What follows belongs to an exercise in optimizing a design on an open flow for small area, a short achievable clock period and few clock cycles per item; a production flow would make more cautious choices.
In this exercise RTL edits were held to simulation tests only and were not proved equivalent to the original.
No run shown here takes its clock network from TritonCTS; it comes from the design's own scripts or RTL.
The flow treats the clock pin as an ideal source. Dropping or thinning the clock tree relies on that and would not hold on a real chip.
Power and IR drop assume default switching activity.

==> design/flow/design.v <==
module CompMul(
	input [31:0] Multiplicand_input,
	input [31:0] Multiplier_input,
	input run,
	input rst,
	input clk,
	output ready,
	output [63:0] Product_output
	);
	reg [31:0] M;         
	reg [31:0] PL;        
	reg [33:0] S;         
	reg [33:0] C;         
	reg [7:0] LC;        
	reg CF;               
	reg [3:0] ONE, TWO, NEG;    
	reg LAST;             
	reg iter, fin, done;
	reg [1:0] cnt;
	wire idle = ~(iter | fin | done);
	wire lastn = iter & (cnt == 2'd2);    
	assign ready = done;
	assign Product_output = {S[31:0], PL};
	wire [9:0] lo_sum2 = {1'b0, PL[31:24], 1'b1} + {1'b0, LC, CF};
	wire [8:0] lo_sum = lo_sum2[9:1];
	wire lo_cout = lo_sum[8];
	wire [40:0] fin_sum2 = {S[31:0], PL[31:24], 1'b1} + {C[31:0], LC, CF};
	wire [31:0] hi_sum = fin_sum2[40:9];
	wire [7:0] fin_lo = fin_sum2[8:1];
	wire [33:0] r0 = {~NEG[0], {33{NEG[0]}} ^ (({33{ONE[0]}} & {1'b0, M}) | ({33{TWO[0]}} & {M, 1'b0}))};
	wire [33:0] r1 = {~NEG[1], {33{NEG[1]}} ^ (({33{ONE[1]}} & {1'b0, M}) | ({33{TWO[1]}} & {M, 1'b0}))};
	wire [33:0] r2 = {~NEG[2], {33{NEG[2]}} ^ (({33{ONE[2]}} & {1'b0, M}) | ({33{TWO[2]}} & {M, 1'b0}))};
	wire [33:0] r3 = {~NEG[3], {33{NEG[3]}} ^ (({33{ONE[3]}} & {1'b0, M}) | ({33{TWO[3]}} & {M, 1'b0}))};
	wire hs0, hc0;
	HA u_hs0 (.a(C[7]), .b(S[7]), .s(hs0), .co(hc0));
	wire hs1, hc1;
	HA u_hs1 (.a(C[8]), .b(S[8]), .s(hs1), .co(hc1));
	wire hs2, hc2;
	HA u_hs2 (.a(C[9]), .b(S[9]), .s(hs2), .co(hc2));
	wire fs0, fc0;
	FA u_fs0 (.a(C[10]), .b(LAST), .c(S[10]), .s(fs0), .co(fc0));
	wire fs1, fc1;
	FA u_fs1 (.a(C[11]), .b(LAST), .c(S[11]), .s(fs1), .co(fc1));
	wire hs3, hc3;
	HA u_hs3 (.a(C[12]), .b(S[12]), .s(hs3), .co(hc3));
	wire fs2, fc2;
	FA u_fs2 (.a(C[13]), .b(LAST), .c(S[13]), .s(fs2), .co(fc2));
	wire hs4, hc4;
	HA u_hs4 (.a(C[14]), .b(S[14]), .s(hs4), .co(hc4));
	wire fs3, fc3;
	FA u_fs3 (.a(C[15]), .b(LAST), .c(S[15]), .s(fs3), .co(fc3));
	wire hs5, hc5;
	HA u_hs5 (.a(C[16]), .b(S[16]), .s(hs5), .co(hc5));
	wire fs4, fc4;
	FA u_fs4 (.a(C[17]), .b(LAST), .c(S[17]), .s(fs4), .co(fc4));
	wire hs6, hc6;
	HA u_hs6 (.a(C[18]), .b(S[18]), .s(hs6), .co(hc6));
	wire fs5, fc5;
	FA u_fs5 (.a(C[19]), .b(LAST), .c(S[19]), .s(fs5), .co(fc5));
	wire hs7, hc7;
	HA u_hs7 (.a(C[20]), .b(S[20]), .s(hs7), .co(hc7));
	wire fs6, fc6;
	FA u_fs6 (.a(C[21]), .b(LAST), .c(S[21]), .s(fs6), .co(fc6));
	wire hs8, hc8;
	HA u_hs8 (.a(C[22]), .b(S[22]), .s(hs8), .co(hc8));
	wire fs7, fc7;
	FA u_fs7 (.a(C[23]), .b(LAST), .c(S[23]), .s(fs7), .co(fc7));
	wire hs9, hc9;
	HA u_hs9 (.a(C[24]), .b(S[24]), .s(hs9), .co(hc9));
	wire fs8, fc8;
	FA u_fs8 (.a(C[25]), .b(LAST), .c(S[25]), .s(fs8), .co(fc8));
	wire hs10, hc10;
	HA u_hs10 (.a(C[26]), .b(S[26]), .s(hs10), .co(hc10));
	wire fs9, fc9;
	FA u_fs9 (.a(C[27]), .b(LAST), .c(S[27]), .s(fs9), .co(fc9));
	wire hs11, hc11;
	HA u_hs11 (.a(C[28]), .b(S[28]), .s(hs11), .co(hc11));
	wire fs10, fc10;
	FA u_fs10 (.a(C[29]), .b(LAST), .c(S[29]), .s(fs10), .co(fc10));
	wire hs12, hc12;
	HA u_hs12 (.a(C[30]), .b(S[30]), .s(hs12), .co(hc12));
	wire fs11, fc11;
	FA u_fs11 (.a(C[31]), .b(LAST), .c(S[31]), .s(fs11), .co(fc11));
	wire hs13, hc13;
	HA u_hs13 (.a(C[32]), .b(S[32]), .s(hs13), .co(hc13));
	wire fs12, fc12;
	FA u_fs12 (.a(C[33]), .b(LAST), .c(S[33]), .s(fs12), .co(fc12));
	wire hs14, hc14;
	HA u_hs14 (.a(C[3]), .b(S[3]), .s(hs14), .co(hc14));
	wire hs15, hc15;
	HA u_hs15 (.a(C[4]), .b(S[4]), .s(hs15), .co(hc15));
	wire fs13, fc13;
	FA u_fs13 (.a(C[5]), .b(S[5]), .c(NEG[2]), .s(fs13), .co(fc13));
	wire hs16, hc16;
	HA u_hs16 (.a(r0[4]), .b(r1[2]), .s(hs16), .co(hc16));
	wire fs14, fc14;
	FA u_fs14 (.a(C[6]), .b(S[6]), .c(r0[5]), .s(fs14), .co(fc14));
	wire hs17, hc17;
	HA u_hs17 (.a(r1[3]), .b(r2[1]), .s(hs17), .co(hc17));
	wire fs15, fc15;
	FA u_fs15 (.a(NEG[3]), .b(hs0), .c(r0[6]), .s(fs15), .co(fc15));
	wire fs16, fc16;
	FA u_fs16 (.a(r1[4]), .b(r2[2]), .c(r3[0]), .s(fs16), .co(fc16));
	wire fs17, fc17;
	FA u_fs17 (.a(hc0), .b(hs1), .c(r0[7]), .s(fs17), .co(fc17));
	wire fs18, fc18;
	FA u_fs18 (.a(r1[5]), .b(r2[3]), .c(r3[1]), .s(fs18), .co(fc18));
	wire fs19, fc19;
	FA u_fs19 (.a(hc1), .b(hs2), .c(r0[8]), .s(fs19), .co(fc19));
	wire fs20, fc20;
	FA u_fs20 (.a(r1[6]), .b(r2[4]), .c(r3[2]), .s(fs20), .co(fc20));
	wire fs21, fc21;
	FA u_fs21 (.a(hc2), .b(fs0), .c(r0[9]), .s(fs21), .co(fc21));
	wire fs22, fc22;
	FA u_fs22 (.a(r1[7]), .b(r2[5]), .c(r3[3]), .s(fs22), .co(fc22));
	wire fs23, fc23;
	FA u_fs23 (.a(fc0), .b(fs1), .c(r0[10]), .s(fs23), .co(fc23));
	wire fs24, fc24;
	FA u_fs24 (.a(r1[8]), .b(r2[6]), .c(r3[4]), .s(fs24), .co(fc24));
	wire fs25, fc25;
	FA u_fs25 (.a(hs3), .b(fc1), .c(r0[11]), .s(fs25), .co(fc25));
	wire fs26, fc26;
	FA u_fs26 (.a(r1[9]), .b(r2[7]), .c(r3[5]), .s(fs26), .co(fc26));
	wire fs27, fc27;
	FA u_fs27 (.a(hc3), .b(fs2), .c(r0[12]), .s(fs27), .co(fc27));
	wire fs28, fc28;
	FA u_fs28 (.a(r1[10]), .b(r2[8]), .c(r3[6]), .s(fs28), .co(fc28));
	wire fs29, fc29;
	FA u_fs29 (.a(hs4), .b(fc2), .c(r0[13]), .s(fs29), .co(fc29));
	wire fs30, fc30;
	FA u_fs30 (.a(r1[11]), .b(r2[9]), .c(r3[7]), .s(fs30), .co(fc30));
	wire fs31, fc31;
	FA u_fs31 (.a(hc4), .b(fs3), .c(r0[14]), .s(fs31), .co(fc31));
	wire fs32, fc32;
	FA u_fs32 (.a(r1[12]), .b(r2[10]), .c(r3[8]), .s(fs32), .co(fc32));
	wire fs33, fc33;
	FA u_fs33 (.a(hs5), .b(fc3), .c(r0[15]), .s(fs33), .co(fc33));
	wire fs34, fc34;
	FA u_fs34 (.a(r1[13]), .b(r2[11]), .c(r3[9]), .s(fs34), .co(fc34));
	wire fs35, fc35;
	FA u_fs35 (.a(hc5), .b(fs4), .c(r0[16]), .s(fs35), .co(fc35));
	wire fs36, fc36;
	FA u_fs36 (.a(r1[14]), .b(r2[12]), .c(r3[10]), .s(fs36), .co(fc36));
	wire fs37, fc37;
	FA u_fs37 (.a(hs6), .b(fc4), .c(r0[17]), .s(fs37), .co(fc37));
	wire fs38, fc38;
	FA u_fs38 (.a(r1[15]), .b(r2[13]), .c(r3[11]), .s(fs38), .co(fc38));
	wire fs39, fc39;
	FA u_fs39 (.a(hc6), .b(fs5), .c(r0[18]), .s(fs39), .co(fc39));
	wire fs40, fc40;
	FA u_fs40 (.a(r1[16]), .b(r2[14]), .c(r3[12]), .s(fs40), .co(fc40));
	wire fs41, fc41;
	FA u_fs41 (.a(hs7), .b(fc5), .c(r0[19]), .s(fs41), .co(fc41));
	wire fs42, fc42;
	FA u_fs42 (.a(r1[17]), .b(r2[15]), .c(r3[13]), .s(fs42), .co(fc42));
	wire fs43, fc43;
	FA u_fs43 (.a(hc7), .b(fs6), .c(r0[20]), .s(fs43), .co(fc43));
	wire fs44, fc44;
	FA u_fs44 (.a(r1[18]), .b(r2[16]), .c(r3[14]), .s(fs44), .co(fc44));
	wire fs45, fc45;
	FA u_fs45 (.a(hs8), .b(fc6), .c(r0[21]), .s(fs45), .co(fc45));
	wire fs46, fc46;
	FA u_fs46 (.a(r1[19]), .b(r2[17]), .c(r3[15]), .s(fs46), .co(fc46));
	wire fs47, fc47;
	FA u_fs47 (.a(hc8), .b(fs7), .c(r0[22]), .s(fs47), .co(fc47));
	wire fs48, fc48;
	FA u_fs48 (.a(r1[20]), .b(r2[18]), .c(r3[16]), .s(fs48), .co(fc48));
	wire fs49, fc49;
	FA u_fs49 (.a(hs9), .b(fc7), .c(r0[23]), .s(fs49), .co(fc49));
	wire fs50, fc50;
	FA u_fs50 (.a(r1[21]), .b(r2[19]), .c(r3[17]), .s(fs50), .co(fc50));
	wire fs51, fc51;
	FA u_fs51 (.a(hc9), .b(fs8), .c(r0[24]), .s(fs51), .co(fc51));
	wire fs52, fc52;
	FA u_fs52 (.a(r1[22]), .b(r2[20]), .c(r3[18]), .s(fs52), .co(fc52));
	wire fs53, fc53;
	FA u_fs53 (.a(hs10), .b(fc8), .c(r0[25]), .s(fs53), .co(fc53));
	wire fs54, fc54;
	FA u_fs54 (.a(r1[23]), .b(r2[21]), .c(r3[19]), .s(fs54), .co(fc54));
	wire fs55, fc55;
	FA u_fs55 (.a(hc10), .b(fs9), .c(r0[26]), .s(fs55), .co(fc55));
	wire fs56, fc56;
	FA u_fs56 (.a(r1[24]), .b(r2[22]), .c(r3[20]), .s(fs56), .co(fc56));
	wire fs57, fc57;
	FA u_fs57 (.a(hs11), .b(fc9), .c(r0[27]), .s(fs57), .co(fc57));
	wire fs58, fc58;
	FA u_fs58 (.a(r1[25]), .b(r2[23]), .c(r3[21]), .s(fs58), .co(fc58));
	wire fs59, fc59;
	FA u_fs59 (.a(hc11), .b(fs10), .c(r0[28]), .s(fs59), .co(fc59));
	wire fs60, fc60;
	FA u_fs60 (.a(r1[26]), .b(r2[24]), .c(r3[22]), .s(fs60), .co(fc60));
	wire fs61, fc61;
	FA u_fs61 (.a(hs12), .b(fc10), .c(r0[29]), .s(fs61), .co(fc61));
	wire fs62, fc62;
	FA u_fs62 (.a(r1[27]), .b(r2[25]), .c(r3[23]), .s(fs62), .co(fc62));
	wire fs63, fc63;
	FA u_fs63 (.a(hc12), .b(fs11), .c(r0[30]), .s(fs63), .co(fc63));
	wire fs64, fc64;
	FA u_fs64 (.a(r1[28]), .b(r2[26]), .c(r3[24]), .s(fs64), .co(fc64));
	wire fs65, fc65;
	FA u_fs65 (.a(hs13), .b(fc11), .c(r0[31]), .s(fs65), .co(fc65));
	wire fs66, fc66;
	FA u_fs66 (.a(r1[29]), .b(r2[27]), .c(r3[25]), .s(fs66), .co(fc66));
	wire fs67, fc67;
	FA u_fs67 (.a(hc13), .b(fs12), .c(r0[32]), .s(fs67), .co(fc67));
	wire fs68, fc68;
	FA u_fs68 (.a(r1[30]), .b(r2[28]), .c(r3[26]), .s(fs68), .co(fc68));
	wire fs69, fc69;
	FA u_fs69 (.a(fc12), .b(r0[33]), .c(r1[31]), .s(fs69), .co(fc69));
	wire hs18, hc18;
	HA u_hs18 (.a(r2[29]), .b(r3[27]), .s(hs18), .co(hc18));
	wire fs70, fc70;
	FA u_fs70 (.a(LAST), .b(r1[32]), .c(r2[30]), .s(fs70), .co(fc70));
	wire hs19, hc19;
	HA u_hs19 (.a(C[1]), .b(S[1]), .s(hs19), .co(hc19));
	wire hs20, hc20;
	HA u_hs20 (.a(C[2]), .b(S[2]), .s(hs20), .co(hc20));
	wire fs71, fc71;
	FA u_fs71 (.a(NEG[1]), .b(hs14), .c(r0[2]), .s(fs71), .co(fc71));
	wire fs72, fc72;
	FA u_fs72 (.a(hc14), .b(hs15), .c(r0[3]), .s(fs72), .co(fc72));
	wire fs73, fc73;
	FA u_fs73 (.a(hc15), .b(r2[0]), .c(fs13), .s(fs73), .co(fc73));
	wire fs74, fc74;
	FA u_fs74 (.a(fc13), .b(hc16), .c(hs17), .s(fs74), .co(fc74));
	wire fs75, fc75;
	FA u_fs75 (.a(hc17), .b(fc14), .c(fs15), .s(fs75), .co(fc75));
	wire fs76, fc76;
	FA u_fs76 (.a(fc15), .b(fc16), .c(fs17), .s(fs76), .co(fc76));
	wire fs77, fc77;
	FA u_fs77 (.a(fc17), .b(fc18), .c(fs19), .s(fs77), .co(fc77));
	wire fs78, fc78;
	FA u_fs78 (.a(fc19), .b(fc20), .c(fs21), .s(fs78), .co(fc78));
	wire fs79, fc79;
	FA u_fs79 (.a(fc21), .b(fc22), .c(fs23), .s(fs79), .co(fc79));
	wire fs80, fc80;
	FA u_fs80 (.a(fc23), .b(fc24), .c(fs25), .s(fs80), .co(fc80));
	wire fs81, fc81;
	FA u_fs81 (.a(fc25), .b(fc26), .c(fs27), .s(fs81), .co(fc81));
	wire fs82, fc82;
	FA u_fs82 (.a(fc27), .b(fc28), .c(fs29), .s(fs82), .co(fc82));
	wire fs83, fc83;
	FA u_fs83 (.a(fc29), .b(fc30), .c(fs31), .s(fs83), .co(fc83));
	wire fs84, fc84;
	FA u_fs84 (.a(fc31), .b(fc32), .c(fs33), .s(fs84), .co(fc84));
	wire fs85, fc85;
	FA u_fs85 (.a(fc33), .b(fc34), .c(fs35), .s(fs85), .co(fc85));
	wire fs86, fc86;
	FA u_fs86 (.a(fc35), .b(fc36), .c(fs37), .s(fs86), .co(fc86));
	wire fs87, fc87;
	FA u_fs87 (.a(fc37), .b(fc38), .c(fs39), .s(fs87), .co(fc87));
	wire fs88, fc88;
	FA u_fs88 (.a(fc39), .b(fc40), .c(fs41), .s(fs88), .co(fc88));
	wire fs89, fc89;
	FA u_fs89 (.a(fc41), .b(fc42), .c(fs43), .s(fs89), .co(fc89));
	wire fs90, fc90;
	FA u_fs90 (.a(fc43), .b(fc44), .c(fs45), .s(fs90), .co(fc90));
	wire fs91, fc91;
	FA u_fs91 (.a(fc45), .b(fc46), .c(fs47), .s(fs91), .co(fc91));
	wire fs92, fc92;
	FA u_fs92 (.a(fc47), .b(fc48), .c(fs49), .s(fs92), .co(fc92));
	wire fs93, fc93;
	FA u_fs93 (.a(fc49), .b(fc50), .c(fs51), .s(fs93), .co(fc93));
	wire fs94, fc94;
	FA u_fs94 (.a(fc51), .b(fc52), .c(fs53), .s(fs94), .co(fc94));
	wire fs95, fc95;
	FA u_fs95 (.a(fc53), .b(fc54), .c(fs55), .s(fs95), .co(fc95));
	wire fs96, fc96;
	FA u_fs96 (.a(fc55), .b(fc56), .c(fs57), .s(fs96), .co(fc96));
	wire fs97, fc97;
	FA u_fs97 (.a(fc57), .b(fc58), .c(fs59), .s(fs97), .co(fc97));
	wire fs98, fc98;
	FA u_fs98 (.a(fc59), .b(fc60), .c(fs61), .s(fs98), .co(fc98));
	wire fs99, fc99;
	FA u_fs99 (.a(fc61), .b(fc62), .c(fs63), .s(fs99), .co(fc99));
	wire fs100, fc100;
	FA u_fs100 (.a(fc63), .b(fc64), .c(fs65), .s(fs100), .co(fc100));
	wire fs101, fc101;
	FA u_fs101 (.a(fc65), .b(fc66), .c(fs67), .s(fs101), .co(fc101));
	wire fs102, fc102;
	FA u_fs102 (.a(hs18), .b(fc67), .c(fc68), .s(fs102), .co(fc102));
	wire fs103, fc103;
	FA u_fs103 (.a(r3[28]), .b(hc18), .c(fc69), .s(fs103), .co(fc103));
	wire fs104, fc104;
	FA u_fs104 (.a(r1[33]), .b(r2[31]), .c(r3[29]), .s(fs104), .co(fc104));
	wire hs21, hc21;
	HA u_hs21 (.a(LAST), .b(r2[32]), .s(hs21), .co(hc21));
	wire hs22, hc22;
	HA u_hs22 (.a(NEG[0]), .b(hs19), .s(hs22), .co(hc22));
	wire fs105, fc105;
	FA u_fs105 (.a(hc19), .b(hs20), .c(r0[1]), .s(fs105), .co(fc105));
	wire fs106, fc106;
	FA u_fs106 (.a(hc20), .b(r1[0]), .c(fs71), .s(fs106), .co(fc106));
	wire fs107, fc107;
	FA u_fs107 (.a(r1[1]), .b(fc71), .c(fs72), .s(fs107), .co(fc107));
	wire fs108, fc108;
	FA u_fs108 (.a(hs16), .b(fc72), .c(fs73), .s(fs108), .co(fc108));
	wire fs109, fc109;
	FA u_fs109 (.a(fs14), .b(fc73), .c(fs74), .s(fs109), .co(fc109));
	wire fs110, fc110;
	FA u_fs110 (.a(fs16), .b(fc74), .c(fs75), .s(fs110), .co(fc110));
	wire fs111, fc111;
	FA u_fs111 (.a(fs18), .b(fc75), .c(fs76), .s(fs111), .co(fc111));
	wire fs112, fc112;
	FA u_fs112 (.a(fs20), .b(fc76), .c(fs77), .s(fs112), .co(fc112));
	wire fs113, fc113;
	FA u_fs113 (.a(fs22), .b(fc77), .c(fs78), .s(fs113), .co(fc113));
	wire fs114, fc114;
	FA u_fs114 (.a(fs24), .b(fc78), .c(fs79), .s(fs114), .co(fc114));
	wire fs115, fc115;
	FA u_fs115 (.a(fs26), .b(fc79), .c(fs80), .s(fs115), .co(fc115));
	wire fs116, fc116;
	FA u_fs116 (.a(fs28), .b(fc80), .c(fs81), .s(fs116), .co(fc116));
	wire fs117, fc117;
	FA u_fs117 (.a(fs30), .b(fc81), .c(fs82), .s(fs117), .co(fc117));
	wire fs118, fc118;
	FA u_fs118 (.a(fs32), .b(fc82), .c(fs83), .s(fs118), .co(fc118));
	wire fs119, fc119;
	FA u_fs119 (.a(fs34), .b(fc83), .c(fs84), .s(fs119), .co(fc119));
	wire fs120, fc120;
	FA u_fs120 (.a(fs36), .b(fc84), .c(fs85), .s(fs120), .co(fc120));
	wire fs121, fc121;
	FA u_fs121 (.a(fs38), .b(fc85), .c(fs86), .s(fs121), .co(fc121));
	wire fs122, fc122;
	FA u_fs122 (.a(fs40), .b(fc86), .c(fs87), .s(fs122), .co(fc122));
	wire fs123, fc123;
	FA u_fs123 (.a(fs42), .b(fc87), .c(fs88), .s(fs123), .co(fc123));
	wire fs124, fc124;
	FA u_fs124 (.a(fs44), .b(fc88), .c(fs89), .s(fs124), .co(fc124));
	wire fs125, fc125;
	FA u_fs125 (.a(fs46), .b(fc89), .c(fs90), .s(fs125), .co(fc125));
	wire fs126, fc126;
	FA u_fs126 (.a(fs48), .b(fc90), .c(fs91), .s(fs126), .co(fc126));
	wire fs127, fc127;
	FA u_fs127 (.a(fs50), .b(fc91), .c(fs92), .s(fs127), .co(fc127));
	wire fs128, fc128;
	FA u_fs128 (.a(fs52), .b(fc92), .c(fs93), .s(fs128), .co(fc128));
	wire fs129, fc129;
	FA u_fs129 (.a(fs54), .b(fc93), .c(fs94), .s(fs129), .co(fc129));
	wire fs130, fc130;
	FA u_fs130 (.a(fs56), .b(fc94), .c(fs95), .s(fs130), .co(fc130));
	wire fs131, fc131;
	FA u_fs131 (.a(fs58), .b(fc95), .c(fs96), .s(fs131), .co(fc131));
	wire fs132, fc132;
	FA u_fs132 (.a(fs60), .b(fc96), .c(fs97), .s(fs132), .co(fc132));
	wire fs133, fc133;
	FA u_fs133 (.a(fs62), .b(fc97), .c(fs98), .s(fs133), .co(fc133));
	wire fs134, fc134;
	FA u_fs134 (.a(fs64), .b(fc98), .c(fs99), .s(fs134), .co(fc134));
	wire fs135, fc135;
	FA u_fs135 (.a(fs66), .b(fc99), .c(fs100), .s(fs135), .co(fc135));
	wire fs136, fc136;
	FA u_fs136 (.a(fs68), .b(fc100), .c(fs101), .s(fs136), .co(fc136));
	wire fs137, fc137;
	FA u_fs137 (.a(fs69), .b(fc101), .c(fs102), .s(fs137), .co(fc137));
	wire fs138, fc138;
	FA u_fs138 (.a(fs70), .b(fc102), .c(fs103), .s(fs138), .co(fc138));
	wire fs139, fc139;
	FA u_fs139 (.a(fc70), .b(fs104), .c(fc103), .s(fs139), .co(fc139));
	wire fs140, fc140;
	FA u_fs140 (.a(r3[30]), .b(hs21), .c(fc104), .s(fs140), .co(fc140));
	wire fs141, fc141;
	FA u_fs141 (.a(r2[33]), .b(r3[31]), .c(hc21), .s(fs141), .co(fc141));
	wire hs23, hc23;
	HA u_hs23 (.a(LAST), .b(r3[32]), .s(hs23), .co(hc23));
	wire [41:0] TS = {1'b0, hc23, fc141, fc140, fc139, fc138, fc137, fc136, fc135, fc134, fc133, fc132, fc131, fc130, fc129, fc128, fc127, fc126, fc125, fc124, fc123, fc122, fc121, fc120, fc119, fc118, fc117, fc116, fc115, fc114, fc113, fc112, fc111, fc110, fc109, fc108, fc107, fc106, fc105, hc22, hs22, C[0]};
	wire [41:0] TC = {1'b0, r3[33], hs23, fs141, fs140, fs139, fs138, fs137, fs136, fs135, fs134, fs133, fs132, fs131, fs130, fs129, fs128, fs127, fs126, fs125, fs124, fs123, fs122, fs121, fs120, fs119, fs118, fs117, fs116, fs115, fs114, fs113, fs112, fs111, fs110, fs109, fs108, fs107, fs106, fs105, r0[0], S[0]};
	wire [2:0] dn0 = idle ? {Multiplier_input[2], Multiplier_input[1], 1'b0} : {PL[10], PL[9], PL[8]};
	wire [2:0] dn1 = idle ? {Multiplier_input[4], Multiplier_input[3], Multiplier_input[2]} : {PL[12], PL[11], PL[10]};
	wire [2:0] dn2 = idle ? {Multiplier_input[6], Multiplier_input[5], Multiplier_input[4]} : {PL[14], PL[13], PL[12]};
	wire [2:0] dn3 = idle ? {Multiplier_input[8], Multiplier_input[7], Multiplier_input[6]} : {(~lastn & PL[16]), PL[15], PL[14]};
	always @(posedge clk or posedge rst) begin
		if (rst) begin
			iter <= 1'b0;
			fin <= 1'b0;
			done <= 1'b0;
			cnt <= 2'd0;
		end else begin
			if (idle) begin
				if (run) iter <= 1'b1;
				cnt <= 2'd0;
			end else if (iter) begin
				cnt <= cnt + 2'd1;
				if (cnt == 2'd3) begin
					iter <= 1'b0;
					fin <= 1'b1;
				end
			end else if (fin) begin
				fin <= 1'b0;
				done <= 1'b1;
			end
		end
	end
	always @(posedge clk) begin
		M <= Multiplicand_input;
		ONE <= {dn3[1] ^ dn3[0], dn2[1] ^ dn2[0], dn1[1] ^ dn1[0], dn0[1] ^ dn0[0]};
		TWO <= {(dn3[2] & ~dn3[1] & ~dn3[0]) | (~dn3[2] & dn3[1] & dn3[0]), (dn2[2] & ~dn2[1] & ~dn2[0]) | (~dn2[2] & dn2[1] & dn2[0]), (dn1[2] & ~dn1[1] & ~dn1[0]) | (~dn1[2] & dn1[1] & dn1[0]), (dn0[2] & ~dn0[1] & ~dn0[0]) | (~dn0[2] & dn0[1] & dn0[0])};
		NEG <= {dn3[2] & ~(dn3[1] & dn3[0]), dn2[2] & ~(dn2[1] & dn2[0]), dn1[2] & ~(dn1[1] & dn1[0]), dn0[2] & ~(dn0[1] & dn0[0])};
		LAST <= lastn;
		if (iter) begin
			S <= TS[41:8];
			C <= TC[41:8];
			LC <= TC[7:0];
			CF <= lo_cout;
			PL <= {TS[7:0], lo_sum[7:0], PL[23:8]};
		end else if (idle) begin
			S <= 34'd0;
			C <= {2'd0, Multiplicand_input & {32{Multiplier_input[0]}}};
			LC <= 8'd0;
			CF <= 1'b0;
			PL <= Multiplier_input;
		end else begin
			S <= {2'd0, hi_sum};
			C <= 34'd0;
			LC <= 8'd0;
			CF <= 1'b0;
			PL[31:24] <= fin_lo;
		end
	end
endmodule
module FA(input a, input b, input c, output s, output co);
	assign s = a ^ b ^ c;
	assign co = (a & b) | (a & c) | (b & c);
endmodule
module HA(input a, input b, output s, output co);
	assign s = a ^ b;
	assign co = a & b;
endmodule
==> design/flow/flow/run.sh <==
#!/bin/bash
# Own layout flow: the standard layout (standard.sh) with these changes:
#  - the port buffers that buffer_ports inserts are of the cell named in flow/knobs
#    (PORT_BUF) instead of the default pick;
#  - repair_timing aims for the setup margin named in flow/knobs (SETUP_MARGIN);
#  - the clock tree step runs flow/cts_manual.tcl: the clock port drives
#    CLOCK_ROOTS clkbuf_16 buffers, each driving CLOCK_LEAVES clkbuf_16 buffers that
#    drive the registers of one region each (every register two buffers away),
#    instead of TritonCTS's tree (then the same repair as ORFS's step).
# Each make run writes its full output to a log file of its own in this folder;
# ORFS's own per-step logs stay under orfs/logs/.
set -euo pipefail
source flow/knobs
export OWN_FLOW_DIR="$PWD/flow"
export CLOCK_ROOTS CLOCK_LEAVES
ARGS=("BUFFER_PORTS_ARGS=-buffer_cell $PORT_BUF" "SETUP_SLACK_MARGIN=$SETUP_MARGIN")
bash standard.sh "${ARGS[@]}" place > make_place.log 2>&1
bash standard.sh "${ARGS[@]}" run RUN_SCRIPT="$PWD/flow/cts_manual.tcl" RUN_LOG_NAME_STEM=4_1_cts > make_cts.log 2>&1
bash standard.sh "${ARGS[@]}" finish > make_finish.log 2>&1
==> design/flow/flow/cts_manual.tcl <==
# Clock tree step of the own flow, in place of ORFS's cts.tcl: the same steps, except
# that the clock tree is two levels of clkbuf_16 buffers built by build_clock_tree
# (mktree.tcl) instead of TritonCTS's H-tree, with fewer, closer buffers, so the clock reaches the
# registers sooner.  The tree is balanced: every register is two buffers from the port.
utl::set_metrics_stage "cts__{}"
source $::env(SCRIPTS_DIR)/load.tcl
erase_non_stage_variables cts
load_design 3_place.odb 3_place.sdc

source $::env(OWN_FLOW_DIR)/mktree.tcl
build_clock_tree $::env(CLOCK_ROOTS) $::env(CLOCK_LEAVES)
set_propagated_clock [all_clocks]

set_dont_use $::env(DONT_USE_CELLS)
log_cmd estimate_parasitics -placement

set_placement_padding -global \
  -left $::env(CELL_PAD_IN_SITES_DETAIL_PLACEMENT) \
  -right $::env(CELL_PAD_IN_SITES_DETAIL_PLACEMENT)
detailed_placement
log_cmd estimate_parasitics -placement

repair_timing_helper
detailed_placement
check_placement -verbose

report_clock_skew
report_metrics 4 "cts final"

orfs_write_db $::env(RESULTS_DIR)/4_1_cts.odb
orfs_write_sdc $::env(RESULTS_DIR)/4_cts.sdc
==> design/flow/flow/knobs <==
PORT_BUF=sky130_fd_sc_hd__buf_1
SETUP_MARGIN=7.1
CLOCK_ROOTS=4
CLOCK_LEAVES=2
==> design/flow/flow/mktree.tcl <==
# Build a two-level clock tree: the clock port drives NROOT clkbuf_16 buffers, each of
# which drives NLEAF clkbuf_16 buffers, each driving the registers of one region.
# The regions come from splitting the registers at the median y, then x, and so on,
# so every register is exactly two buffers from the port (a balanced tree).
proc split_groups { items n } {
  set groups [list $items]
  set axis 2
  while {[llength $groups] < $n} {
    set ng {}
    foreach g $groups {
      set s [lsort -integer -index $axis $g]
      set h [expr {[llength $s] / 2}]
      lappend ng [lrange $s 0 [expr {$h - 1}]] [lrange $s $h end]
    }
    set groups $ng
    set axis [expr {3 - $axis}]
  }
  return $groups
}

proc centroid { g } {
  set sx 0; set sy 0
  foreach s $g { set sx [expr {$sx + [lindex $s 1]}]; set sy [expr {$sy + [lindex $s 2]}] }
  set n [llength $g]
  return [list [expr {$sx / $n}] [expr {$sy / $n}]]
}

proc add_buffer { block master name x y in_net } {
  set inst [odb::dbInst_create $block $master $name]
  $inst setLocation $x $y
  $inst setPlacementStatus PLACED
  set net [odb::dbNet_create $block "${name}_net"]
  $net setSigType CLOCK
  [$inst findITerm A] connect $in_net
  [$inst findITerm X] connect $net
  return $net
}

proc build_clock_tree { nroot nleaf } {
  set block [ord::get_db_block]
  set clk_net [$block findNet clk]
  set master [[ord::get_db] findMaster sky130_fd_sc_hd__clkbuf_16]
  set sinks {}
  foreach it [$clk_net getITerms] {
    set loc [[$it getInst] getLocation]
    lappend sinks [list $it [lindex $loc 0] [lindex $loc 1]]
  }
  set leaves [split_groups $sinks [expr {$nroot * $nleaf}]]
  for {set r 0} {$r < $nroot} {incr r} {
    set mine [lrange $leaves [expr {$r * $nleaf}] [expr {($r + 1) * $nleaf - 1}]]
    set all {}
    foreach g $mine { set all [concat $all $g] }
    lassign [centroid $all] rx ry
    set rnet [add_buffer $block $master "clkroot_$r" $rx $ry $clk_net]
    set l 0
    foreach g $mine {
      lassign [centroid $g] lx ly
      set lnet [add_buffer $block $master "clkleaf_${r}_$l" $lx $ly $rnet]
      foreach s $g { set it [lindex $s 0]; $it disconnect; $it connect $lnet }
      puts "clock leaf $r.$l: [llength $g] registers"
      incr l
    }
  }
}
==> design/flow/standard.sh <==
#!/bin/bash
# synth_recipe.tcl (not shown) runs the flow's synth.tcl, then flattens the netlist and writes it again
# the make line also repeats each setting of config.mk as NAME=value (left out here)
make -C /OpenROAD-flow-scripts/flow DESIGN_CONFIG=/design/flow/config.mk WORK_HOME=/design/flow/orfs CLKGATE_MAP_FILE= SYNTH_SCRIPT=/design/flow/synth_recipe.tcl "${@:-finish}"
==> design/flow/config.mk <==
export PLATFORM = sky130hd
export DESIGN_NAME = CompMul
export DESIGN_NICKNAME = CompMul
export VERILOG_FILES = /design/flow/design.v
export SDC_FILE = /design/flow/constraint.sdc
export NUM_CORES = 4
export LEC_CHECK = 0
export CAP_MARGIN = 20
export CORE_MARGIN = 2
export CORE_UTILIZATION = 40
export CTS_BUF_LIST = sky130_fd_sc_hd__clkbuf_16
export CTS_CLUSTER_DIAMETER = 300
export CTS_CLUSTER_SIZE = 40
export SLEW_MARGIN = 20
export SYNTH_HIERARCHICAL = 1
export SYNTH_MINIMUM_KEEP_SIZE = 0
==> design/flow/constraint.sdc <==
create_clock -name core_clock -period 10.0 [get_ports {clk}]
set_input_delay 2.0000 -clock core_clock [delete_from_list [all_inputs] [get_ports {clk}]]
set_output_delay 2.0000 -clock core_clock [all_outputs]
set_load 0.01 [all_outputs]
==> results.cfg, run 1 <==
[critical_path]
path_common_cell = fa_1
cp.required_ps = 10190
crit_type = register to register
worstPathMaxFanout = 5
cp.arrival_ps = 3100
crit_slowest_cell = fa_1
startpoint_type = register
cpPeakStageDelay_ps = 600
crit_chain = buf_12 -> buf_12 -> fa_1 -> fa_1 -> fa_1 -> fa_1 -> a22o_1
endpoint_kind = register

[place]
placed_cell_area_um2 = 13600
hpwl_mm = 28.6
place_inst = 1725
io_buffers = 131
place.gp.congestion = 0.890

[timing]
finalMaxSlewViolations = 0
worstMarginPinSlew_ps = 630
max_slew_margin_pct = 57.6
tns_ps = 0
rsz0062_at_grt = yes
hold_violations = 0
fin_skew_ps = 17.7
max_clock_freq_ghz = 0.343
setup_violations = 0
period_needed_ps = 2910
final.period_utilization_pct = 29.1

[final_layout]
design_area_um2 = 14300
final_cell_count_no_fill = 1755
nNetsFinal = 1594
drive_gt1_share_pct = 11.1
n_antenna_cell = 0
syn_to_final_growth_pct = 8.93
post-route-util_pct = 44.1

[synthesis]
syn_area_um2 = 13100
synth_top_flop_cell = dfxtp_1
syn_area_per_cell_um2 = 10.3
synth_top_area_share_pct = 21.8
synthTopCellsByArea = fa_1 22%, dfxtp_1 20%, xnor2_1 10%, a22oi_1 7.2%, ha_1 6.6%
async_flop_share_pct = 3.18
ys_seq_area_share_pct = 26.0
ys_types = 67
synth_cells = 1271
yosysWarningCount = 7
ys_ff_latch = 157
synth_edf_count = 24
synth_top_cell_by_area = fa_1

[global_route]
grt_max_degree = 75
gr-total-overflow = 0
antenna_found_initial = 0
grt_pass1_wl_mm = 59.4
groute.usage.overall_pct = 22.4
grt_pass1_vias = 10312

[power_and_ir_drop]
p_leak_nw = 5.45
p_per_area_nw_per_um2 = 168
ir_drop_uv = 103

[drt]
drc_errors = 0
firstDrtPassIters = 5
via_per_inst = 5.63
drt-wirelength-per-cell_um = 21.8
wl_mm = 38.2
postRouteAntennaNets = 0
vias = 9887
first_iter_violations = 714

[cts]
insertion_delay_ps = 290
path_clk_slew_ps = 90

[floorplanning]
row_count = 66
io_pins = 132
core_um2 = 32400
die_w_um = 185
dieArea_um2 = 34200
start_util_pct = 40.5
die_y_um = 185

[status]
status = complete, no violations

[run]
cap_violations = 0

[worst_hold_path]
hold_class = register to register
-- through the flow --
stage	hold WS (ps)	power, mW	worst slack, ps
2_1_floorplan	462	1.68	7100
3_3_place_gp	492	1.94	6750
3_5_place_dp	493	1.96	6720
5_1_grt	533	2.58	7030
6_report	510	2.40	7090
-- path summary, 6_finish.rpt --
path / slack (ps) / start / depth (start not counted) / endpoint
min in group asynchronous: 1580 / rst / 2 / done
worst min-delay path: 510 / done / 1 / done
worst max register to register: 7090 / LAST / 7 / C[15]
worst min register to register: 510 / done / 1 / done
max in group asynchronous: 8220 / rst / 2 / iter
worst max-delay path: 7090 / LAST / 7 / C[15]
-- per-module statistics from Yosys (local to each module, per instance) --
module	cell area (um^2)	flops+latches	cells inside	times used
FA	20.0	0	1	142
CompMul	9960	157	1105	1
HA	12.5	0	1	24
-- cell usage after synthesis (5+ instances only) --
master	n
clkbuf_2	29
dfxtp_1	128
and2_1	10
nand3_1	14
nand2_1	89
xnor2_1	155
and3_1	5
inv_1	24
o211ai_1	5
a21o_1	17
o21ai_1	7
a21oi_1	48
ha_1	69
dfrtp_1	5
mux2i_1	11
a22o_1	34
fa_1	143
nand4_1	14
o21ai_0	45
a31oi_1	7
buf_4	32
o21bai_1	10
nor3_1	5
edfxtp_1	24
buf_1	11
xor2_1	13
or3_1	7
mux2_2	26
nor2_1	38
clkbuf_1	58
a22oi_1	125
-- state kept, by name, summed over array words and instances (netlist names) --
register        cells
cnt                 2
M                  32
C                  33
LC                  8
LAST                1
NEG                 4
CF                  1
fin                 1
iter                1
PL                 32
ONE                 4
S                   1
Product_output     32
done                1
TWO                 4
-- metal layers --
layer	up-vias	routed length [um]	GRT usage [%]
li1	4509	-	-
met1	4924	16500	30.3
met2	385	18500	38.3
met3	69	2140	2.36
met4	0	999	5.62
met5	-	0	0
-- placed cells by master, fill, tap and decap left out, types with 7 or more instances in the layout --
cell type / netlist / layout
xnor2_1: 155 / 155
and2_1: 10 / 10
fa_1: 143 / 135
buf_1: 11 / 122
o21ai_1: 7 / 7
a21o_1: 17 / 17
fa_2: 0 / 8
nand2_1: 89 / 89
buf_12: 0 / 7
dfxtp_4: 0 / 9
dfxtp_2: 0 / 23
nand4_1: 14 / 14
buf_6: 2 / 13
clkbuf_2: 29 / 7
a22o_1: 34 / 34
or3_1: 7 / 7
ha_1: 69 / 69
edfxtp_1: 24 / 24
clkbuf_16: 0 / 12
xor2_1: 13 / 13
nand3_1: 14 / 14
dfxtp_1: 128 / 96
a22oi_1: 125 / 125
a31oi_1: 7 / 7
inv_1: 24 / 24
mux2i_1: 11 / 10
o21ai_0: 45 / 45
buf_4: 32 / 12
mux2_2: 26 / 26
o21bai_1: 10 / 10
a21oi_1: 48 / 48
nor2_1: 38 / 36
-- layout make-up --
| cell class | count | area (um^2) |
|---|---|---|
| fill | 3169 | 18100 |
| multi-input combinational | 954 | 8940 |
| sequential | 157 | 3470 |
| timing repair buffer | 165 | 910 |
| tap | 442 | 553 |
| buffer | 12 | 300 |
| inverter | 25 | 93.8 |
-- critical path: cells and delay by family, from the launching register on --
family          cells  cell delay, ps
fa+ha+maj           4            1940
flops               1             370
compound gates      1             240
buf+inv             2             260
-- where the power goes --
part / leakage (nW) / internal, mW / switching [mW] / total (mW)
sequential: 1.35 / 0.741 / 0.118 / 0.859
combinational: 3.96 / 0.473 / 0.637 / 1.11
clock: 0.148 / 0.215 / 0.211 / 0.426
-- what timing repair did --
action,4_1_cts,5_1_grt
hold buffers,0,0
buffers inserted,9,9
cloned,0,0
endpoints found under the setup margin,74,60
gates resized for setup,33,41
pin swaps,5,8
-- logic make-up after synthesis --
| group | Yosys count | synth area share, % |
|---|---|---|
| compound gates | 339 | 18.4 |
| xor+xnor | 168 | 11.2 |
| buf+inv | 161 | 6.00 |
| flops | 157 | 26.0 |
| mux | 37 | 3.07 |
| fa+ha+maj | 212 | 28.4 |
| simple gates | 196 | 6.87 |
| other cells | 1 | 0.0286 |
Testbench counts, summed over its fixed seeds: cycles 14,400, items 2,400.
==> run 2, diff against run 1 <==
==> design/flow/flow/knobs (replaced) <==
PORT_BUF=sky130_fd_sc_hd__buf_1
SETUP_MARGIN=6.9
CLOCK_ROOTS=4
CLOCK_LEAVES=2
==> run 2 against run 1 <==
Total power fell by 0.67%; still clean on timing, DRC and antenna; clock power about the same; area after synthesis unchanged; largest cell class unchanged; via count shrank 0.50%.
==> results.cfg, run 2 <==
[timing]
rsz0062_at_grt = yes
tns_ps = 0
hold_slack_ps = 507
worstMarginPinSlew_ps = 838
finalMaxSlewViolations = 0
period_needed_ps = 2980
fin_skew_ps = 21.6
max_slew_margin_pct = 44.1
max_clock_freq_ghz = 0.336
hold_violations = 0
setup_violations = 0
final.period_utilization_pct = 29.8

[critical_path]
r2r_slack_ps = 7020
crit_chain = buf_4 -> a22oi_1 -> xnor2_1 -> fa_1 -> fa_1 -> fa_1 -> a22o_1
cpPeakStageDelay_ps = 560
reg2reg_from = TWO[1]
worstReg2RegEnd = C[1]
reg2reg_depth = 7
startpoint_type = register
worstPathMaxFanout = 18
crit_slowest_cell = dfxtp_2
path_common_cell = fa_1
crit_family = adder cells
endpoint_kind = register
cp.required_ps = 10190
crit_type = register to register
critPathBufInv = 1
cp.arrival_ps = 3170

[drt]
via_per_inst = 5.67
drt-wirelength-per-cell_um = 21.9
first_iter_violations = 903
drc_errors = 0
vias = 9838
postRouteAntennaNets = 0
wl_mm = 38.1
firstDrtPassIters = 5

[status]
status = complete, no violations

[final_layout]
largest_reg_flops = 33
regMostFlops = C
syn_to_final_growth_pct = 6.15
drive_gt1_share_pct = 6.57
n_antenna_cell = 0
post-route-util_pct = 43.0
final_cell_count_no_fill = 1736
layout_commonest_cell = xnor2_1
design_area_um2 = 13900
layout_common_cells = 155 x xnor2_1, 143 x fa_1, 131 x buf_1, 125 x a22oi_1, 119 x dfxtp_1
nNetsFinal = 1575
fill_cells = 3188

[worst_hold_path]
hold_end = done
hold_depth = 1
min_from = done
hold_class = register to register

[place]
placed_cell_area_um2 = 13600
io_buffers = 131
hpwl_mm = 28.9
place.gp.congestion = 0.887
place_inst = 1724

[global_route]
grt_max_degree = 72
grt_pass1_vias = 10332
gr-total-overflow = 0
antenna_found_initial = 0
grt_pass1_wl_mm = 59.6
groute.usage.overall_pct = 22.3

[synthesis]
synthTopCellsByArea = fa_1 22%, dfxtp_1 20%, xnor2_1 10%, a22oi_1 7.2%, ha_1 6.6%
ys_types = 67
yosysMostFrequentCell = xnor2_1
syn_area_um2 = 13100
synth_top_area_share_pct = 21.8
synth.cells.most_frequent = 155 x xnor2_1, 143 x fa_1, 128 x dfxtp_1, 125 x a22oi_1, 89 x nand2_1
ys_ff_latch = 157
syn_area_per_cell_um2 = 10.3
synth_cells = 1271
synth_top_cell_by_area = fa_1
synth_edf_count = 24
yosysWarningCount = 7
synth_top_flop_cell = dfxtp_1
async_flop_share_pct = 3.18
ys_seq_area_share_pct = 26.0

[floorplanning]
row_count = 66
dieArea_um2 = 34200
die_y_um = 185
core_um2 = 32400
die_w_um = 185
start_util_pct = 40.5
io_pins = 132

[cts]
cts-resized-gates = 5
insertion_delay_ps = 290
cts_hold_buf = 0
cts_setup_buffers = 0
path_clk_slew_ps = 90

[power_and_ir_drop]
p_sw_share_pct = 40.7
combPwrFrac_pct = 46.4
p_sw_mw = 0.969
ir_drop_uv = 108
p_leak_nw = 5.30
p_per_area_nw_per_um2 = 171
power.share.clock_pct = 18.0
p_int_mw = 1.41
p_seq_share_pct = 35.6

[run]
cap_violations = 0
run 2: cell counts after synthesis:
No cell type changed its count.
run 2: cells by family (layout without fill, tap and decap cells):
logic type                 Yosys count  after routing  synth area share [%]
DFF                                157            157                  26.0
muxes                               37             37                  3.07
and+or+nand+nor                    196            196                  6.87
xor gates and xnor gates           168            168                  11.2
other                                1              2                0.0286
buffers and inverters              161            183                  6.00
adders and majority gates          212            212                  28.4
AOI/OAI and AO/OA                  339            339                  18.4
run 2: power by group through the flow:
stage | combinational, mW | clock (mW) | sequential, mW
2_1_floorplan | 0.871 | 0 | 0.811
6_report | 1.10 | 0.428 | 0.847
3_5_place_dp | 1.10 | 0 | 0.862
4_1_cts | 1.11 | 0.437 | 0.847
5_1_grt | 1.25 | 0.457 | 0.859
3_3_place_gp | 1.08 | 0 | 0.863
run 2: worst max-delay path by stage:
stage	start	end	slack (ps)	cells after the start
final	TWO[1]	C[1]	7020	7
after floorplan	NEG[1]	C[10]	7020	7
after global placement	ONE[1]	C[1]	6790	7
after detailed placement	ONE[1]	C[1]	6740	7
after CTS	NEG[2]	C[21]	6900	6
after global routing	TWO[1]	C[5]	6900	7
run 2: cell type report:
cell class | count | area (um^2) | share of cell area (%)
buffer | 12 | 300 | 2.16
inverter | 25 | 93.8 | 0.675
multi-input combinational | 954 | 8910 | 64.1
sequential | 157 | 3440 | 24.7
tap | 442 | 553 | 3.98
timing repair buffer | 146 | 608 | 4.37
run 2: routing by layer:
layer / up-vias / track usage, % / wire length, um
li1: 4477 / - / -
met1: 4936 / 30.0 / 16300
met2: 363 / 38.7 / 18500
met3: 62 / 2.32 / 2380
met4: 0 / 5.21 / 956
met5: - / 0 / 0
run 2: stage by stage:
stage | worst slack [ps] | power, mW
final | 7020 | 2.38
after global routing | 6900 | 2.56
after detailed placement | 6740 | 1.97
after global placement | 6790 | 1.94
after floorplan | 7020 | 1.68
run 2: per-module statistics from Yosys (local to each module, per instance):
module	cells inside	cell area (um^2)	flops+latches	times used
CompMul	1105	9960	157	1
FA	1	20.0	0	142
HA	1	12.5	0	24
==> run 3, diff against run 2 <==
==> design/flow/flow/knobs (replaced) <==
PORT_BUF=sky130_fd_sc_hd__buf_1
SETUP_MARGIN=7.0
CLOCK_ROOTS=4
CLOCK_LEAVES=2
==> run 3 against run 2 <==
Total power grew 0.13%; clock skew shrank 1.9 ps; worst hold slack is essentially flat; still clean on timing, DRC and antenna; critical path type is now register to output port; register-to-register slack gained 80 ps; die area is the same; area after synthesis is the same; highest routed layer unchanged; fmax grew 0.21%.
==> results.cfg, run 3 <==
[critical_path]
cp.required_ps = 8000
endpoint_kind = output port
r2r_slack_ps = 7100
reg2reg_depth = 7
startpoint_type = register
crit_chain = buf_1
cp.arrival_ps = 970
crit_slowest_cell = dfxtp_1
worstPathMaxFanout = 3
reg2reg_from = TWO[0]
critPathBufInv = 1
cpPeakStageDelay_ps = 420
crit_type = register to output port
worstReg2RegEnd = C[12]
crit_family = flip-flops

[worst_hold_path]
hold_depth = 1
hold_end = done
min_from = done
hold_class = register to register

[timing]
hold_violations = 0
max_clock_freq_ghz = 0.336
setup_violations = 0
final.period_utilization_pct = 29.7
tns_ps = 0
rsz0062_at_grt = yes
max_slew_margin_pct = 47.7
fin_skew_ps = 19.7
period_needed_ps = 2970
finalMaxSlewViolations = 0
worstMarginPinSlew_ps = 782

[final_layout]
syn_to_final_growth_pct = 6.66
layout_commonest_cell = xnor2_1
regMostFlops = C
drive_gt1_share_pct = 6.78
layout_common_cells = 155 x xnor2_1, 143 x fa_1, 131 x buf_1, 125 x a22oi_1, 119 x dfxtp_1
design_area_um2 = 14000
final_cell_count_no_fill = 1739
largest_reg_flops = 33
n_antenna_cell = 0
post-route-util_pct = 43.2
nNetsFinal = 1578

[drt]
vias = 9864
drc_errors = 0
first_iter_violations = 901
drt-wirelength-per-cell_um = 22.1
wl_mm = 38.5
via_per_inst = 5.67
postRouteAntennaNets = 0
firstDrtPassIters = 6

[synthesis]
synth_top_area_share_pct = 21.8
ys_ff_latch = 157
ys_seq_area_share_pct = 26.0
synth_top_flop_cell = dfxtp_1
yosysMostFrequentCell = xnor2_1
synthTopCellsByArea = fa_1 22%, dfxtp_1 20%, xnor2_1 10%, a22oi_1 7.2%, ha_1 6.6%
synth_top_cell_by_area = fa_1
ys_types = 67
syn_area_um2 = 13100
synth_edf_count = 24
synth.cells.most_frequent = 155 x xnor2_1, 143 x fa_1, 128 x dfxtp_1, 125 x a22oi_1, 89 x nand2_1
async_flop_share_pct = 3.18
syn_area_per_cell_um2 = 10.3
yosysWarningCount = 7
synth_cells = 1271

[floorplanning]
dieArea_um2 = 34200
die_w_um = 185
core_um2 = 32400
start_util_pct = 40.5
io_pins = 132
row_count = 66
die_y_um = 185

[place]
io_buffers = 131
hpwl_mm = 28.9
placed_cell_area_um2 = 13600
place_inst = 1724
place.gp.congestion = 0.887

[run]
cap_violations = 0

[power_and_ir_drop]
fin_total_pwr_mw = 2.38
p_per_area_nw_per_um2 = 171
p_leak_nw = 5.32
ir_drop_uv = 108

[status]
status = complete, no violations

[cts]
path_clk_slew_ps = 90
insertion_delay_ps = 290

[global_route]
grt_pass1_wl_mm = 59.6
grt_max_degree = 72
antenna_found_initial = 0
grt_pass1_vias = 10334
groute.usage.overall_pct = 22.3
gr-total-overflow = 0
-- run 3: area by class of cell --
type,count,area (um^2)
Buffer,12,300
Fill cell,3184,18400
Inverter,25,93.8
Multi-Input combinational cell,954,8910
Sequential cell,157,3440
Tap cell,442,553
Timing Repair Buffer,149,669
-- run 3: how the worst max path moves through the flow --
stage,slack [ps],to,from,depth (start not counted)
floorplan,7020,C[10],NEG[1],7
global placement,6790,C[1],ONE[1],7
detailed placement,6740,C[1],ONE[1],7
CTS,7030,C[14],TWO[1],7
global route,6990,C[13],TWO[0],7
finish,7030,Product_output[61],Product_output[61],1
-- run 3: per-module statistics from Yosys, one instance, submodules excluded --
module	times used	cells	flip-flops and latches	area, um^2
CompMul	1	1105	157	9960
FA	142	1	0	20.0
HA	24	1	0	12.5
-- run 3: metal layers --
layer	GRT usage, %	vias up	part of all wire (%)
met1	30.0	4950	43
met4	5.21	0	2.4
met2	38.7	371	49
met5	0	-	0
met3	2.32	60	6.1
li1	-	4483	-
-- run 3: what timing repair did --
action	CTS	global route
buffers inserted	0	3
hold buffers	0	0
setup endpoints to repair	58	29
gates resized for setup	10	9
-- run 3: logic make-up after synthesis --
family / synth area share [%]
xor+xnor: 11.2
compound gates: 18.4
buf+inv: 6.00
fa+ha+maj: 28.4
other cells: 0.0286
mux: 3.07
simple gates: 6.87
flops: 26.0
-- run 3: metrics by stage --
step	hold WS, ps	setup WS, ps
detailed placement	487	6740
finish	507	7030
global route	531	6990
floorplan	462	7020
global placement	490	6790
-- run 3: report_power, final --
part / leakage, nW / total [mW] / internal (mW) / switching (mW)
sequential: 1.34 / 0.846 / 0.730 / 0.116
clock: 0.148 / 0.430 / 0.215 / 0.215
combinational: 3.83 / 1.11 / 0.466 / 0.641
==> run 4, diff against run 3 <==
--- a/design/flow/config.mk
+++ b/design/flow/config.mk
@@ -11,6 +11,7 @@
 export CTS_BUF_LIST = sky130_fd_sc_hd__clkbuf_16
 export CTS_CLUSTER_DIAMETER = 300
 export CTS_CLUSTER_SIZE = 40
+export GPL_TIMING_DRIVEN = 1
 export SLEW_MARGIN = 20
 export SYNTH_HIERARCHICAL = 1
 export SYNTH_MINIMUM_KEEP_SIZE = 0
==> run 4 against run 3 <==
Fmax unchanged; register-to-register slack about the same; sequential power about the same; core utilization unchanged.
==> results.cfg, run 4 <==
[place]
place.gp.congestion = 0.887
io_buffers = 131
place_inst = 1724
hpwl_mm = 28.9

[drt]
vias = 9864
drt-wirelength-per-cell_um = 22.1
wl_mm = 38.5
first_iter_violations = 901
drc_errors = 0
via_per_inst = 5.67
firstDrtPassIters = 6
postRouteAntennaNets = 0

[critical_path]
cpPeakStageDelay_ps = 420
crit_chain = buf_1
cp.required_ps = 8000
worstPathMaxFanout = 3
crit_family = flip-flops
cp.arrival_ps = 970
crit_slowest_cell = dfxtp_1
cp-startpoint = Product_output[61]
crit_type = register to output port
critPathBufInv = 1
startpoint_type = register
endpoint_kind = output port
reg2reg_from = TWO[0]

[power_and_ir_drop]
p_per_area_nw_per_um2 = 171
ir_drop_uv = 108
fin_total_pwr_mw = 2.38
p_leak_nw = 5.32

[synthesis]
synth.cells.most_frequent = 155 x xnor2_1, 143 x fa_1, 128 x dfxtp_1, 125 x a22oi_1, 89 x nand2_1
synthAdderAreaFrac_pct = 28.4
synthMuxAreaShare_pct = 3.07
synth_top_family_by_area = adder cells
syn_area_um2 = 13100
synth_top_cell_by_area = fa_1
synthTopCellsByArea = fa_1 22%, dfxtp_1 20%, xnor2_1 10%, a22oi_1 7.2%, ha_1 6.6%
synth_top_area_share_pct = 21.8
ys_ff_latch = 157
synthXorXnorAreaFrac_pct = 11.2
ys_seq_area_share_pct = 26.0
yosys.area_share.simple_pct = 6.87
synth-compound-area-share_pct = 18.4
synth_edf_count = 24
syn_area_per_cell_um2 = 10.3
async_flop_share_pct = 3.18
synth_top_flop_cell = dfxtp_1
yosysMostFrequentCell = xnor2_1
yosysWarningCount = 7
synth_cells = 1271
ys_types = 67

[final_layout]
largest_reg_flops = 33
regMostFlops = C
layout_common_cells = 155 x xnor2_1, 143 x fa_1, 131 x buf_1, 125 x a22oi_1, 119 x dfxtp_1
syn_to_final_growth_pct = 6.66
final_cell_count_no_fill = 1739
drive_gt1_share_pct = 6.78
n_antenna_cell = 0
nNetsFinal = 1578
fill_cells = 3184
layout_commonest_cell = xnor2_1

[status]
status = complete, no violations

[floorplanning]
core_um2 = 32400
row_count = 66
die_w_um = 185
die_y_um = 185
start_util_pct = 40.5
io_pins = 132
dieArea_um2 = 34200

[timing]
max_clock_freq_ghz = 0.336
rsz0062_at_grt = yes
worstMarginPinSlew_ps = 782
max_slew_margin_pct = 47.7
fin_skew_ps = 19.7
tns_ps = 0
final.period_utilization_pct = 29.7
finalMaxSlewViolations = 0
period_needed_ps = 2970
setup_violations = 0
hold_violations = 0

[cts]
path_clk_slew_ps = 90
insertion_delay_ps = 290

[global_route]
grt_max_degree = 72
grt_pass1_wl_mm = 59.6
groute.usage.overall_pct = 22.3
antenna_found_initial = 0
grt_pass1_vias = 10334
gr-total-overflow = 0

[run]
cap_violations = 0

[worst_hold_path]
hold_class = register to register
min_from = done
run 4: final cells by class:
cell class / count / area [um^2] / area share, %
inverters: 25 / 93.8 / 0.671
repair buffers: 149 / 669 / 4.79
flip-flops and latches: 157 / 3440 / 24.6
well taps: 442 / 553 / 3.96
multi-input cells: 954 / 8910 / 63.8
plain buffers: 12 / 300 / 2.15
run 4: cells by family after synthesis:
logic type                 after synthesis
adders and majority gates              212
buffers and inverters                  161
other                                    1
xor gates and xnor gates               168
DFF                                    157
AOI/OAI and AO/OA                      339
and+or+nand+nor                        196
muxes                                   37
run 4: what timing repair did:
action	in CTS	in global routing
hold endpoints to repair	0	0
hold buffers	0	0
pin swaps	0	0
endpoints found under the setup margin	58	29
gates resized for setup	10	9
buffers inserted	0	3
run 4: stage by stage:
step	setup WS (ps)	util (%)	area, um^2	hold slack, ps
after floorplan	7020	-	13100	462
after global placement	6790	42.0	13600	490
after detailed placement	6740	42.0	13600	487
after global routing	6990	43.2	14000	531
final	7030	43.2	14000	507
run 4: per-layer routing:
metal / GRT usage [%] / vias up / share of wire [%] / routed length (um)
li1: - / 4483 / - / -
met1: 30.0 / 4950 / 43 / 16400
met2: 38.7 / 371 / 49 / 18800
met3: 2.32 / 60 / 6.1 / 2340
met4: 5.21 / 0 / 2.4 / 918
met5: 0 / - / 0 / 0
run 4: power by group:
group	internal (mW)	leakage, nW	switching (mW)	total, mW
logic	0.466	3.83	0.641	1.11
clock network	0.215	0.148	0.215	0.430
registers	0.730	1.34	0.116	0.846
run 4: final timing paths:
| kind | end | slack, ps | cells past startpoint |
|---|---|---|---|
| max | Product_output[61] | 7030 | 1 |
| min | done | 510 | 1 |
| max reg2reg | C[12] | 7100 | 7 |
| min reg2reg | done | 510 | 1 |
| max in group asynchronous | iter | 8220 | 2 |
| min in group asynchronous | done | 1580 | 2 |
run 4: per-module statistics from Yosys, one instance, submodules excluded:
module   flip-flops and latches  cells
CompMul                     157   1105
FA                            0      1
HA                            0      1
==> run 5, diff against run 4 <==
--- a/design/flow/config.mk
+++ b/design/flow/config.mk
@@ -7,11 +7,10 @@
 export LEC_CHECK = 0
 export CAP_MARGIN = 20
 export CORE_MARGIN = 2
-export CORE_UTILIZATION = 40
+export CORE_UTILIZATION = 65
 export CTS_BUF_LIST = sky130_fd_sc_hd__clkbuf_16
 export CTS_CLUSTER_DIAMETER = 300
 export CTS_CLUSTER_SIZE = 40
-export GPL_TIMING_DRIVEN = 1
 export SLEW_MARGIN = 20
 export SYNTH_HIERARCHICAL = 1
 export SYNTH_MINIMUM_KEEP_SIZE = 0
==> run 5 against run 4 <==
Die area down 38%; sequential share of layout area up 0.50 points; critical path depth unchanged; critical path type unchanged.
==> results.cfg, run 5 <==
[timing]
tns_ps = 0
fin_skew_ps = 16.2
setup_slack_ps = 7070
setup_violations = 0
hold_violations = 0
max_slew_margin_pct = 42.6
worstMarginPinSlew_ps = 852
finalMaxSlewViolations = 0
max_clock_freq_ghz = 0.341
rsz0062_at_grt = yes
period_needed_ps = 2930
final.period_utilization_pct = 29.3
hold_slack_ps = 505

[final_layout]
drive_gt1_share_pct = 6.43
post-route-util_pct = 69.6
syn_to_final_growth_pct = 4.44
fill_cells = 1622
final_cell_count_no_fill = 1555
regMostFlops = C
layout_commonest_cell = xnor2_1
seq_area_um2 = 3440
design_area_um2 = 13700
nNetsFinal = 1571
n_antenna_cell = 0
multi_input_area_um2 = 8920
layout_common_cells = 155 x xnor2_1, 143 x fa_1, 131 x buf_1, 125 x a22oi_1, 119 x dfxtp_1
largest_reg_flops = 33

[place]
io_buffers = 131
place.gp.congestion = 0.922
post-place-ws_ps = 6670
placed_cell_area_um2 = 13300
place_inst = 1542
hpwl_mm = 26.9

[cts]
cts_hold_buf = 0
path_clk_slew_ps = 90
insertion_delay_ps = 290

[critical_path]
crit_slowest_cell = dfxtp_1
crit_chain = buf_1
cp.required_ps = 8000
crit_type = register to output port
cpPeakStageDelay_ps = 460
endpoint_kind = output port
worstPathMaxFanout = 3
cp.arrival_ps = 930
critPathBufInv = 1
startpoint_type = register
crit_family = flip-flops

[synthesis]
yosysMostFrequentCell = xnor2_1
syn_area_per_cell_um2 = 10.3
syn_area_um2 = 13100
ys_ff_latch = 157
async_flop_share_pct = 3.18
synth_edf_count = 24
ys_types = 67
synthTopCellsByArea = fa_1 22%, dfxtp_1 20%, xnor2_1 10%, a22oi_1 7.2%, ha_1 6.6%
synth_top_cell_by_area = fa_1
ys_seq_area_share_pct = 26.0
synth.cells.most_frequent = 155 x xnor2_1, 143 x fa_1, 128 x dfxtp_1, 125 x a22oi_1, 89 x nand2_1
yosysWarningCount = 7
synth_top_area_share_pct = 21.8
synth_cells = 1271
synth_top_flop_cell = dfxtp_1

[power_and_ir_drop]
fin_total_pwr_mw = 2.35
ir_drop_uv = 119
p_per_area_nw_per_um2 = 172
p_leak_nw = 5.29

[global_route]
top_usage_layer = met2
grt_use_met2_pct = 55.0
antenna_found_initial = 0
grt_max_degree = 69
use_met3_pct = 6.74
gr-total-overflow = 0
groute.usage.overall_pct = 34.5
grt_pass1_wl_mm = 57.7
grtUsageMet1_pct = 48.5
grt_pass1_vias = 10225

[drt]
via_per_inst = 6.56
drc_errors = 0
wl_mm = 37.3
firstDrtPassIters = 6
postRouteAntennaNets = 0
first_iter_violations = 1013
drt-wirelength-per-cell_um = 24.0
vias = 10205

[worst_hold_path]
hold_class = register to register

[status]
status = complete, no violations

[floorplanning]
dieArea_um2 = 21300
start_util_pct = 66.7
core_um2 = 19700
die_y_um = 146
row_count = 51
io_pins = 132
die_w_um = 146

[run]
cap_violations = 0
==> run 5: cell counts after synthesis <==
No cell type changed its count.
==> run 5: cell families (layout without fill, tap and decap cells) <==
kind of cell | Yosys count | count (layout) | share of synthesized area [%]
compound gates | 339 | 339 | 18.4
other cells | 1 | 2 | 0.0286
simple gates | 196 | 196 | 6.87
flops | 157 | 157 | 26.0
fa+ha+maj | 212 | 212 | 28.4
mux | 37 | 37 | 3.07
buf+inv | 161 | 179 | 6.00
xor+xnor | 168 | 168 | 11.2
==> run 5: worst paths after layout <==
| path | start | end | slack (ps) | depth (start not counted) |
|---|---|---|---|---|
| worst max register to register | LAST | C[25] | 7070 | 6 |
| worst max-delay path | Product_output[47] | Product_output[47] | 7070 | 1 |
| min in group asynchronous | rst | cnt[0] | 1590 | 2 |
| worst min register to register | done | done | 510 | 1 |
| worst min-delay path | done | done | 510 | 1 |
| max in group asynchronous | rst | iter | 8220 | 2 |
==> run 5: modules after synthesis (local to each module, per instance) <==
module / cell area, um^2 / cells inside / copies in the design
CompMul: 9960 / 1105 / 1
HA: 12.5 / 1 / 24
FA: 20.0 / 1 / 142
==> run 5: area by class of cell <==
| type | instances | share of cell area, % |
|---|---|---|
| timing repair buffer | 142 | 4.33 |
| sequential | 157 | 25.1 |
| tap | 265 | 2.42 |
| multi-input combinational | 954 | 65.2 |
| buffer | 12 | 2.19 |
| inverter | 25 | 0.704 |
==> run 5: timing repair <==
| item | in CTS | in global routing |
|---|---|---|
| gates resized for setup | 9 | 6 |
| setup buffers | 0 | 1 |
| hold endpoints to repair | 0 | 0 |
| setup endpoints to repair | 56 | 21 |
==> run 5: power by group <==
group	switching, mW	internal (mW)
clock network	0.211	0.215
logic	0.618	0.458
registers	0.121	0.731
total	0.949	1.40
==> run 5: metal layers <==
layer  wire length [um]  share of wire (%)  vias to the layer above
met3               3730                 10                       93
met5                  0                  0                        -
met4               1290                3.5                        0
met2              17100                 46                      592
met1              15100                 41                     5039
li1                   -                  -                     4481

==> re-timing with driven ports <==
In the flow no input, the clock included, has a driving cell. The finished layouts below were timed again as built, in two steps.
Step 1 sets driving cells, clkbuf_16 on the clock port and buf_2 on the other inputs (assumed; they add their load-dependent delay and slew).
Step 2 moves the port delays by t, midway between the first and last clock arrival at a register: inputs arrive t later, outputs are due t later. That takes back most of the time a late clock gives input paths.
a / b / c = no drivers / after step 1 / after step 2; a / b = the first two.
| run | t, ns | setup slack, ns | worst setup path after step 2 | clock arrival spread, ns |
|---|---|---|---|---|
| run 1 | 0.388 | 7.086 / 7.012 / 6.929 | input to register | 0.020 / 0.020 |
| run 2 | 0.384 | 7.022 / 6.930 / 6.904 | input to register | 0.022 / 0.022 |
| run 3 | 0.384 | 7.028 / 6.926 / 6.901 | input to register | 0.020 / 0.020 |
| run 4 | 0.384 | 7.028 / 6.926 / 6.901 | input to register | 0.020 / 0.020 |
| run 5 | 0.386 | 7.071 / 6.967 / 6.770 | input to register | 0.016 / 0.017 |
After both steps setup and hold are still met in every run listed. The setup slack of run 5, which loses most, moves by -0.104 ns with the drivers and by -0.301 ns with both steps.
